Background: an optimization exercise with open tools, aiming at a short achievable clock period and few clock cycles. Do not read the settings as production practice.
Power and IR drop assume default switching activity.

==> inputs of run K <==
Design mipsSystem, start of the top module:
module mipsSystem(rst, clk, imem_addr, imem_rdata, dmem_we, dmem_addr, dmem_wdata, dmem_rdata, wb_en, wb_reg, wb_data);
==> flow/config.mk <==
export PLATFORM = sky130hd
export DESIGN_NAME = mipsSystem
export DESIGN_NICKNAME = mipsSystem
export VERILOG_FILES = /design/flow/design.v
export SDC_FILE = /design/flow/constraint.sdc
export NUM_CORES = 8
export LEC_CHECK = 0
export CAP_MARGIN = 20
export CORE_MARGIN = 2
export CORE_UTILIZATION = 40
export PLACE_DENSITY = 0.6
export SLEW_MARGIN = 20
==> flow/constraint.sdc <==
create_clock -name core_clock -period 11.0 [get_ports {clk}]
set_input_delay 2.2000 -clock core_clock [delete_from_list [all_inputs] [get_ports {clk}]]
set_output_delay 2.2000 -clock core_clock [all_outputs]
set_load 0.01 [all_outputs]
standard.sh (not shown) runs the stock make flow with config.mk's settings and CLKGATE_MAP_FILE= SYNTH_SCRIPT=/design/flow/synth_recipe.tcl, a recipe that flattens the netlist after the stock synthesis.
==> flow/flow/run.sh <==
#!/bin/bash
# Standard ORFS layout with two changes to how it is made (the SDC is unchanged):
#  - no extraction of full/half adder cells in synthesis (ADDER_MAP_FILE empty),
#    so that ABC maps the adders for speed;
#  - timing repair aimed at a setup margin well above the 11 ns clock, so that
#    repair keeps improving paths that already meet it.
set -euo pipefail
MARGIN=${MARGIN:-7.5}
bash standard.sh ADDER_MAP_FILE= SETUP_SLACK_MARGIN=$MARGIN ABC_CLOCK_PERIOD_IN_PS=3000 finish > flow_make.log 2>&1
==> inputs of run H, as changes to run K <==
--- a/flow/design.v
+++ b/flow/design.v
@@ -133,21 +133,26 @@
 output wb_en;
 output [4:0] wb_reg;
 output [31:0] wb_data;
 reg [31:0] pc;
 reg [31:0] rf [1:31];
-reg        d_valid, d_fdone;    
+reg        d_valid;
 reg [31:0] d_ir, d_pc4;
+reg [31:2] d_pc;
+reg        d_pred;        
+reg [3:0]  bt_v;
+reg [31:2] bt_tag [0:3];
+reg [31:2] bt_tgt [0:3];
+reg [1:0]  bt_ptr;
 reg        e_valid, e_wr, e_load, e_store, e_br, e_ld;
 reg [4:0]  e_dst;
 reg [31:0] e_a;           
-reg [31:0] e_bx;          
+reg [31:0] e_b;           
 reg [31:0] e_sd;          
 reg [31:0] e_target;
 reg [4:0]  e_shamt;
 reg        e_op_add, e_op_sub, e_op_and, e_op_or, e_op_slt, e_op_sll, e_zop;
-reg        e_fa, e_fb, e_fs;    
 reg        m_valid, m_wr, m_load, m_rep;
 reg [4:0]  m_dst;
 reg [31:0] m_res;
 reg        o_we;
 reg [31:0] o_addr, o_wdata;
@@ -156,44 +161,36 @@
 reg [31:0] r_data;
 reg        w_en;
 reg [4:0]  w_dst;
 reg [31:0] w_data;
 wire [31:0] pc4 = pc + 32'd4;
-wire [23:0] pc4_hi = pc4[31:8];
-wire [23:0] pc4_hi_p1 = pc4_hi + 24'd1;
-wire [23:0] pc4_hi_m1 = pc4_hi - 24'd1;
 wire [31:0] ir = imem_rdata;
 wire        f_j = (ir[31:26] == 6'b000010);
-wire        f_short = (ir[15:5] == 11'h000) | (ir[15:5] == 11'h7ff);    
-wire        f_bsame = (ir[31:26] == 6'b000100) & (ir[25:21] == ir[20:16]) & f_short;
-wire [6:0]  bt_lo = {1'b0, pc4[7:2]} + {1'b0, ir[5:0]};
-wire [23:0] bt_hi = (bt_lo[6] == ir[5]) ? pc4_hi : bt_lo[6] ? pc4_hi_p1 : pc4_hi_m1;
-wire [31:0] f_btarget = {bt_hi, bt_lo[5:0], 2'b00};
 wire [31:0] f_jtarget = {pc4[31:28], ir[25:0], 2'b00};
 wire [5:0] d_op = d_ir[31:26];
 wire [4:0] d_rs = d_ir[25:21];
 wire [4:0] d_rt = d_ir[20:16];
 wire [4:0] d_rd = d_ir[15:11];
 wire [5:0] d_fn = d_ir[5:0];
 wire [31:0] d_sext = {{16{d_ir[15]}}, d_ir[15:0]};
 wire d_rtype = (d_op == 6'b000000);
 wire d_lw    = (d_op == 6'b100011);
 wire d_sw    = (d_op == 6'b101011);
-wire d_beq   = (d_op == 6'b000100) & ~d_fdone;
+wire d_beq   = (d_op == 6'b000100);
 wire d_jmp   = (d_op == 6'b000010);
 wire d_addi  = (d_op == 6'b001000) | (d_op == 6'b001001) | (d_op == 6'b001101);
 wire d_wr    = d_rtype | d_lw | d_addi;
 wire [4:0] d_dst = d_rtype ? d_rd : d_rt;
 wire d_sll   = d_rtype & (d_fn == 6'b000000);
-wire [31:0] alu_res, e_sdata;
+wire [31:0] alu_res;
 wire        e_zero, e_eq;
 wire        e_zok = e_valid & e_zop;
 wire d_bsame = d_beq & (d_rs == d_rt);                                     
 wire d_fast  = d_beq & (d_rt == 5'd0) & (d_rs == e_dst) & e_zok;           
 wire d_bcond = d_beq & ~d_bsame & ~d_fast;
 wire [31:0] d_target = d_pc4 + {d_sext[29:0], 2'b00};
-wire d_use_rs = ~d_jmp & ~d_sll & ~d_fdone & ~d_bsame;
+wire d_use_rs = ~d_jmp & ~d_sll & ~d_bsame;
 wire d_use_rt = d_rtype | d_sw | d_bcond;
 wire stall = d_valid & e_ld & ((d_use_rs & (d_rs == e_dst)) | (d_use_rt & (d_rt == e_dst)));
 wire [1023:0] rfv;
 genvar gi;
 generate
@@ -208,21 +205,36 @@
            .w_hit(w_en), .w_dst(w_dst), .w_val(w_data), .val(d_a));
 rdport rpb(.rf(rfv), .idx(d_rt), .m_hit(m_valid & m_wr), .m_dst(m_dst), .m_val(m_val),
            .w_hit(w_en), .w_dst(w_dst), .w_val(w_data), .val(d_b));
 wire d_a_e = e_valid & e_wr & (e_dst == d_rs) & (d_rs != 5'd0);
 wire d_b_e = e_valid & e_wr & (e_dst == d_rt) & (d_rt != 5'd0);
-ealu alu0(.a(e_a), .bx(e_bx), .sd(e_sd), .fwd(m_res), .fa(e_fa), .fb(e_fb), .fs(e_fs),
+wire [31:0] d_a_f = d_a_e ? alu_res : d_a;
+wire [31:0] d_b_f = d_b_e ? alu_res : d_b;
+ealu alu0(.a(e_a), .b(e_b), .sd(e_sd),
           .op_add(e_op_add), .op_sub(e_op_sub), .op_and(e_op_and), .op_or(e_op_or),
           .op_slt(e_op_slt), .op_sll(e_op_sll), .shamt(e_shamt),
-          .res(alu_res), .sdata(e_sdata), .zero(e_zero), .eq(e_eq));
+          .res(alu_res), .zero(e_zero), .eq(e_eq));
 wire e_redirect = e_valid & e_br & e_eq;
-wire d_redirect = d_valid & (d_bsame | (d_fast & e_zero));
+wire d_mispred = d_pred & ~d_bsame;
+wire d_redirect = d_valid & ((d_bsame & ~d_pred) | d_mispred | (d_fast & e_zero));
+wire [31:0] d_rtarget = d_mispred ? d_pc4 : d_target;
+wire d_install = d_valid & d_bsame & ~d_pred & ~e_redirect;
+wire [3:0] bt_hit;
+genvar bi;
+generate
+	for (bi = 0; bi < 4; bi = bi + 1) begin : btb
+		assign bt_hit[bi] = bt_v[bi] & (bt_tag[bi] == pc[31:2]);
+	end
+endgenerate
+wire        f_hit = |bt_hit;
+wire [31:2] f_htgt = ({30{bt_hit[0]}} & bt_tgt[0]) | ({30{bt_hit[1]}} & bt_tgt[1]) |
+                     ({30{bt_hit[2]}} & bt_tgt[2]) | ({30{bt_hit[3]}} & bt_tgt[3]);
 wire [31:0] pc_next = e_redirect ? e_target :
-                      d_redirect ? d_target :
+                      d_redirect ? d_rtarget :
                       stall      ? pc :
                       f_j        ? f_jtarget :
-                      f_bsame    ? f_btarget : pc4;
+                      f_hit      ? {f_htgt, 2'b00} : pc4;
 assign imem_addr = pc;
 assign dmem_we    = o_we;
 assign dmem_addr  = o_addr;
 assign dmem_wdata = o_wdata;
 wire m_rep_now = m_valid & m_wr & ~m_rep;
@@ -238,11 +250,17 @@
 		e_valid <= 1'b0;
 		m_valid <= 1'b0;
 		o_we    <= 1'b0;
 		w_en    <= 1'b0;
 		r_en    <= 1'b0;
+		bt_v    <= 4'd0;
+		bt_ptr  <= 2'd0;
 	end else begin
+		if (d_install) begin
+			bt_v[bt_ptr] <= 1'b1;
+			bt_ptr       <= bt_ptr + 2'd1;
+		end
 		pc      <= pc_next;
 		if (e_redirect | d_redirect) d_valid <= 1'b0;
 		else if (!stall) d_valid <= 1'b1;
 		e_valid <= e_take & (d_wr | d_sw | d_bcond);
 		m_valid <= e_valid;
@@ -254,21 +272,26 @@
 always @(posedge clk) begin
 	if (w_en && w_dst != 5'd0) rf[w_dst] <= w_data;
 	if (!stall) begin
 		d_ir    <= ir;
 		d_pc4   <= pc4;
-		d_fdone <= f_j | f_bsame;
+		d_pc    <= pc[31:2];
+		d_pred  <= f_hit & ~f_j;
+	end
+	if (d_install) begin
+		bt_tag[bt_ptr] <= d_pc;
+		bt_tgt[bt_ptr] <= d_target[31:2];
 	end
 	e_wr      <= d_wr;
 	e_load    <= d_lw;
 	e_ld      <= e_take & d_lw & (d_rt != 5'd0);
 	e_store   <= d_sw;
 	e_br      <= d_bcond;
 	e_dst     <= d_dst;
-	e_a       <= d_a;
-	e_bx      <= d_rtype ? d_b : d_sext;
-	e_sd      <= d_b;
+	e_a       <= d_a_f;
+	e_b       <= d_rtype ? d_b_f : d_sext;
+	e_sd      <= d_b_f;
 	e_target  <= d_target;
 	e_shamt   <= d_ir[10:6];
 	e_op_add  <= ~d_rtype | (d_fn == 6'b100000) | (d_fn == 6'b100001);
 	e_op_sub  <= d_rtype & ((d_fn == 6'b100010) | (d_fn == 6'b100011));
 	e_op_and  <= d_rtype & (d_fn == 6'b100100);
@@ -276,20 +299,17 @@
 	e_op_slt  <= d_rtype & (d_fn == 6'b101010);
 	e_op_sll  <= d_sll;
 	e_zop     <= (d_rtype & ((d_fn == 6'b100000) | (d_fn == 6'b100001) | (d_fn == 6'b100010) |
 	                         (d_fn == 6'b100011) | (d_fn == 6'b100100) | (d_fn == 6'b100101)) |
 	              d_addi) & (d_dst != 5'd0);
-	e_fa      <= d_a_e;
-	e_fb      <= d_b_e & d_rtype;
-	e_fs      <= d_b_e;
 	m_wr    <= e_wr;
 	m_load  <= e_load;
 	m_dst   <= e_dst;
-	m_res   <= alu_res;
+	if (e_valid & e_wr) m_res <= alu_res;
 	m_rep   <= e_rep_now;
-	if (e_valid & (e_load | e_store)) o_addr <= alu_res;
-	if (e_valid & e_store) o_wdata <= e_sdata;
+	o_addr  <= alu_res;
+	o_wdata <= e_sd;
 	r_dst   <= m_rep_now ? m_dst : e_dst;
 	r_data  <= m_rep_now ? m_val : alu_res;
 	w_dst  <= m_dst;
 	w_data <= m_val;
 end
@@ -307,29 +327,23 @@
 wire [31:0] r = rf[idx*32 +: 32];
 assign val = (idx == 5'd0) ? 32'd0 :
              (m_hit && m_dst == idx) ? m_val :
              (w_hit && w_dst == idx) ? w_val : r;
 endmodule
-module ealu(a, bx, sd, fwd, fa, fb, fs, op_add, op_sub, op_and, op_or, op_slt, op_sll, shamt,
-            res, sdata, zero, eq);
-input  [31:0] a, bx, sd, fwd;
-input         fa, fb, fs;
+module ealu(a, b, sd, op_add, op_sub, op_and, op_or, op_slt, op_sll, shamt, res, zero, eq);
+input  [31:0] a, b, sd;    
 input         op_add, op_sub, op_and, op_or, op_slt, op_sll;
 input  [4:0]  shamt;
 output [31:0] res;
-output [31:0] sdata;     
 output        zero;      
 output        eq;        
-wire [31:0] ea = fa ? fwd : a;
-wire [31:0] eb = fb ? fwd : bx;
-assign sdata = fs ? fwd : sd;
-wire [31:0] add = ea + eb;
-wire [32:0] sub = {1'b0, ea} - {1'b0, eb};
-wire [31:0] other = ({32{op_and}} & (ea & eb))
-                  | ({32{op_or}}  & (ea | eb))
-                  | ({32{op_sll}} & (eb << shamt));
-assign res = op_add ? add : op_sub ? sub[31:0] : {other[31:1], other[0] | (op_slt & sub[32])};
-wire zadd = &(~(ea ^ eb ^ {ea[30:0] | eb[30:0], 1'b0}));
-wire eqb  = (ea == eb);
-assign zero = op_add ? zadd : op_sub ? eqb : op_and ? ~|(ea & eb) : ~|(ea | eb);
-assign eq = (ea == sdata);
+wire [31:0] add = a + b;
+wire [32:0] sub = {1'b0, a} - {1'b0, b};
+wire [31:0] other = ({32{op_and}} & (a & b))
+                  | ({32{op_or}}  & (a | b))
+                  | ({32{op_sll}} & (b << shamt));
+assign res = ({32{op_add}} & add) | ({32{op_sub}} & sub[31:0]) |
+             {other[31:1], other[0] | (op_slt & sub[32])};
+wire zadd = &(~(a ^ b ^ {a[30:0] | b[30:0], 1'b0}));
+assign zero = op_add ? zadd : op_sub ? (a == b) : op_and ? ~|(a & b) : ~|(a | b);
+assign eq = (a == sd);
 endmodule
==> flow/flow/run.sh (replaced) <==
#!/bin/bash
# Standard ORFS layout with these changes to how it is made (the SDC is unchanged):
#  - synthesis is the standard flow's, but ABC maps with flow/abc.script (a delay-driven
#    mapping), and no full/half adder cells are extracted (ADDER_MAP_FILE empty);
#  - timing repair aimed at a setup margin well above the 11 ns clock, so that
#    repair keeps improving paths that already meet it;
#  - repair may resize cells to other footprints (MATCH_CELL_FOOTPRINT 0).
set -euo pipefail
MARGIN=${MARGIN:-7.5}
export MY_ABC_SCRIPT=$PWD/flow/abc.script
bash standard.sh ADDER_MAP_FILE= SETUP_SLACK_MARGIN=$MARGIN MATCH_CELL_FOOTPRINT=0 SYNTH_SCRIPT=$PWD/flow/synth.tcl finish > flow_make.log 2>&1
==> flow/flow/abc.script (new file) <==
strash
dch -f
map -D 1200
topo
buffer -c
upsize -c
dnsize -c
==> flow/flow/synth.tcl (new file) <==
# The standard flow's synthesis script (synth_recipe.tcl), with ABC's mapping script
# replaced by the one named in MY_ABC_SCRIPT; registers are unchanged.
proc synth {args} { yosys synth -nofsm -noshare {*}$args }
proc abc {args} {
  set i [lsearch -exact $args -script]
  if {$i >= 0 && [info exists ::env(MY_ABC_SCRIPT)]} { lset args [expr {$i + 1}] $::env(MY_ABC_SCRIPT) }
  yosys abc {*}$args
}
source $::env(SCRIPTS_DIR)/synth.tcl
# left out here: clear keep_hierarchy, flatten, clean up, hide names made inside functions, write 1_2_yosys.v
==> inputs of run E, as changes to run K <==
--- a/flow/design.v
+++ b/flow/design.v
@@ -138,16 +138,15 @@
 reg        d_valid, d_fdone;    
 reg [31:0] d_ir, d_pc4;
 reg        e_valid, e_wr, e_load, e_store, e_br, e_ld;
 reg [4:0]  e_dst;
 reg [31:0] e_a;           
-reg [31:0] e_bx;          
+reg [31:0] e_b;           
 reg [31:0] e_sd;          
 reg [31:0] e_target;
 reg [4:0]  e_shamt;
 reg        e_op_add, e_op_sub, e_op_and, e_op_or, e_op_slt, e_op_sll, e_zop;
-reg        e_fa, e_fb, e_fs;    
 reg        m_valid, m_wr, m_load, m_rep;
 reg [4:0]  m_dst;
 reg [31:0] m_res;
 reg        o_we;
 reg [31:0] o_addr, o_wdata;
@@ -182,11 +181,11 @@
 wire d_jmp   = (d_op == 6'b000010);
 wire d_addi  = (d_op == 6'b001000) | (d_op == 6'b001001) | (d_op == 6'b001101);
 wire d_wr    = d_rtype | d_lw | d_addi;
 wire [4:0] d_dst = d_rtype ? d_rd : d_rt;
 wire d_sll   = d_rtype & (d_fn == 6'b000000);
-wire [31:0] alu_res, e_sdata;
+wire [31:0] alu_res;
 wire        e_zero, e_eq;
 wire        e_zok = e_valid & e_zop;
 wire d_bsame = d_beq & (d_rs == d_rt);                                     
 wire d_fast  = d_beq & (d_rt == 5'd0) & (d_rs == e_dst) & e_zok;           
 wire d_bcond = d_beq & ~d_bsame & ~d_fast;
@@ -208,14 +207,16 @@
            .w_hit(w_en), .w_dst(w_dst), .w_val(w_data), .val(d_a));
 rdport rpb(.rf(rfv), .idx(d_rt), .m_hit(m_valid & m_wr), .m_dst(m_dst), .m_val(m_val),
            .w_hit(w_en), .w_dst(w_dst), .w_val(w_data), .val(d_b));
 wire d_a_e = e_valid & e_wr & (e_dst == d_rs) & (d_rs != 5'd0);
 wire d_b_e = e_valid & e_wr & (e_dst == d_rt) & (d_rt != 5'd0);
-ealu alu0(.a(e_a), .bx(e_bx), .sd(e_sd), .fwd(m_res), .fa(e_fa), .fb(e_fb), .fs(e_fs),
+wire [31:0] d_a_f = d_a_e ? alu_res : d_a;
+wire [31:0] d_b_f = d_b_e ? alu_res : d_b;
+ealu alu0(.a(e_a), .b(e_b), .sd(e_sd),
           .op_add(e_op_add), .op_sub(e_op_sub), .op_and(e_op_and), .op_or(e_op_or),
           .op_slt(e_op_slt), .op_sll(e_op_sll), .shamt(e_shamt),
-          .res(alu_res), .sdata(e_sdata), .zero(e_zero), .eq(e_eq));
+          .res(alu_res), .zero(e_zero), .eq(e_eq));
 wire e_redirect = e_valid & e_br & e_eq;
 wire d_redirect = d_valid & (d_bsame | (d_fast & e_zero));
 wire [31:0] pc_next = e_redirect ? e_target :
                       d_redirect ? d_target :
                       stall      ? pc :
@@ -262,13 +263,13 @@
 	e_load    <= d_lw;
 	e_ld      <= e_take & d_lw & (d_rt != 5'd0);
 	e_store   <= d_sw;
 	e_br      <= d_bcond;
 	e_dst     <= d_dst;
-	e_a       <= d_a;
-	e_bx      <= d_rtype ? d_b : d_sext;
-	e_sd      <= d_b;
+	e_a       <= d_a_f;
+	e_b       <= d_rtype ? d_b_f : d_sext;
+	e_sd      <= d_b_f;
 	e_target  <= d_target;
 	e_shamt   <= d_ir[10:6];
 	e_op_add  <= ~d_rtype | (d_fn == 6'b100000) | (d_fn == 6'b100001);
 	e_op_sub  <= d_rtype & ((d_fn == 6'b100010) | (d_fn == 6'b100011));
 	e_op_and  <= d_rtype & (d_fn == 6'b100100);
@@ -276,20 +277,17 @@
 	e_op_slt  <= d_rtype & (d_fn == 6'b101010);
 	e_op_sll  <= d_sll;
 	e_zop     <= (d_rtype & ((d_fn == 6'b100000) | (d_fn == 6'b100001) | (d_fn == 6'b100010) |
 	                         (d_fn == 6'b100011) | (d_fn == 6'b100100) | (d_fn == 6'b100101)) |
 	              d_addi) & (d_dst != 5'd0);
-	e_fa      <= d_a_e;
-	e_fb      <= d_b_e & d_rtype;
-	e_fs      <= d_b_e;
 	m_wr    <= e_wr;
 	m_load  <= e_load;
 	m_dst   <= e_dst;
 	m_res   <= alu_res;
 	m_rep   <= e_rep_now;
 	if (e_valid & (e_load | e_store)) o_addr <= alu_res;
-	if (e_valid & e_store) o_wdata <= e_sdata;
+	if (e_valid & e_store) o_wdata <= e_sd;
 	r_dst   <= m_rep_now ? m_dst : e_dst;
 	r_data  <= m_rep_now ? m_val : alu_res;
 	w_dst  <= m_dst;
 	w_data <= m_val;
 end
@@ -307,29 +305,23 @@
 wire [31:0] r = rf[idx*32 +: 32];
 assign val = (idx == 5'd0) ? 32'd0 :
              (m_hit && m_dst == idx) ? m_val :
              (w_hit && w_dst == idx) ? w_val : r;
 endmodule
-module ealu(a, bx, sd, fwd, fa, fb, fs, op_add, op_sub, op_and, op_or, op_slt, op_sll, shamt,
-            res, sdata, zero, eq);
-input  [31:0] a, bx, sd, fwd;
-input         fa, fb, fs;
+module ealu(a, b, sd, op_add, op_sub, op_and, op_or, op_slt, op_sll, shamt, res, zero, eq);
+input  [31:0] a, b, sd;    
 input         op_add, op_sub, op_and, op_or, op_slt, op_sll;
 input  [4:0]  shamt;
 output [31:0] res;
-output [31:0] sdata;     
 output        zero;      
 output        eq;        
-wire [31:0] ea = fa ? fwd : a;
-wire [31:0] eb = fb ? fwd : bx;
-assign sdata = fs ? fwd : sd;
-wire [31:0] add = ea + eb;
-wire [32:0] sub = {1'b0, ea} - {1'b0, eb};
-wire [31:0] other = ({32{op_and}} & (ea & eb))
-                  | ({32{op_or}}  & (ea | eb))
-                  | ({32{op_sll}} & (eb << shamt));
-assign res = op_add ? add : op_sub ? sub[31:0] : {other[31:1], other[0] | (op_slt & sub[32])};
-wire zadd = &(~(ea ^ eb ^ {ea[30:0] | eb[30:0], 1'b0}));
-wire eqb  = (ea == eb);
-assign zero = op_add ? zadd : op_sub ? eqb : op_and ? ~|(ea & eb) : ~|(ea | eb);
-assign eq = (ea == sdata);
+wire [31:0] add = a + b;
+wire [32:0] sub = {1'b0, a} - {1'b0, b};
+wire [31:0] other = ({32{op_and}} & (a & b))
+                  | ({32{op_or}}  & (a | b))
+                  | ({32{op_sll}} & (b << shamt));
+assign res = ({32{op_add}} & add) | ({32{op_sub}} & sub[31:0]) |
+             {other[31:1], other[0] | (op_slt & sub[32])};
+wire zadd = &(~(a ^ b ^ {a[30:0] | b[30:0], 1'b0}));
+assign zero = op_add ? zadd : op_sub ? (a == b) : op_and ? ~|(a & b) : ~|(a | b);
+assign eq = (a == sd);
 endmodule
==> flow/flow/run.sh (replaced) <==
#!/bin/bash
# Standard ORFS layout with these changes to how it is made (the SDC is unchanged):
#  - no extraction of full/half adder cells in synthesis (ADDER_MAP_FILE empty),
#    so that ABC maps the adders for speed;
#  - timing repair aimed at a setup margin well above the 11 ns clock, so that
#    repair keeps improving paths that already meet it;
#  - repair may resize cells to other footprints (MATCH_CELL_FOOTPRINT 0).
set -euo pipefail
MARGIN=${MARGIN:-7.5}
bash standard.sh ADDER_MAP_FILE= SETUP_SLACK_MARGIN=$MARGIN MATCH_CELL_FOOTPRINT=0 finish > flow_make.log 2>&1
==> summary of the runs <==
Global-route usage, lowest first: run E, run K, run H.
Of run K and run E, run K has the higher fmax (gap about 2%, measured against run E).
The lowest clock skew belongs to run K, the highest to run H.
Non-clock buffer count: run H < run E < run K.
Synthesized cell count: run H > run K > run E.
Sequential power, highest first: run H, run K, run E.
Of run E and run K, run K has the higher die area (gap about 3.7%, measured against run K).
The lowest worst hold slack belongs to run H, the highest to run K.
The highest combinational power belongs to run K, the lowest to run E.
No run of this note included a check of the RTL's function; only the layout flow was run.

[port drivers added, routing unchanged]
No port has a modelled driver above. Below, the same layouts with a new extraction and two added sets of constraints.
Step 1, drivers: a clkbuf_16 drives clk and a buf_2 each remaining input, both assumed.
Step 2 moves the port delays by t, midway between the first and last clock arrival at a register: inputs arrive t later, outputs are due t later. That takes back most of the time a late clock gives input paths.
Three values: ideal ports, drivers, drivers and shift; two values: the first two.
run | t, ns | setup WS [ns] | worst setup path after step 2 | worst slew at a driven data input, ns
run K | 0.885 | 6.756 / 6.792 / 5.907 | input to register | 0.06
run H | 0.962 | 7.217 / 7.132 / 6.421 | input to register | 0.07
run E | 0.887 | 6.670 / 6.701 / 5.814 | input to register | 0.09
After both steps setup and hold are still met in every run listed. The setup slack of run E, which loses most, moves by +0.031 ns with the drivers and by -0.856 ns with both steps.
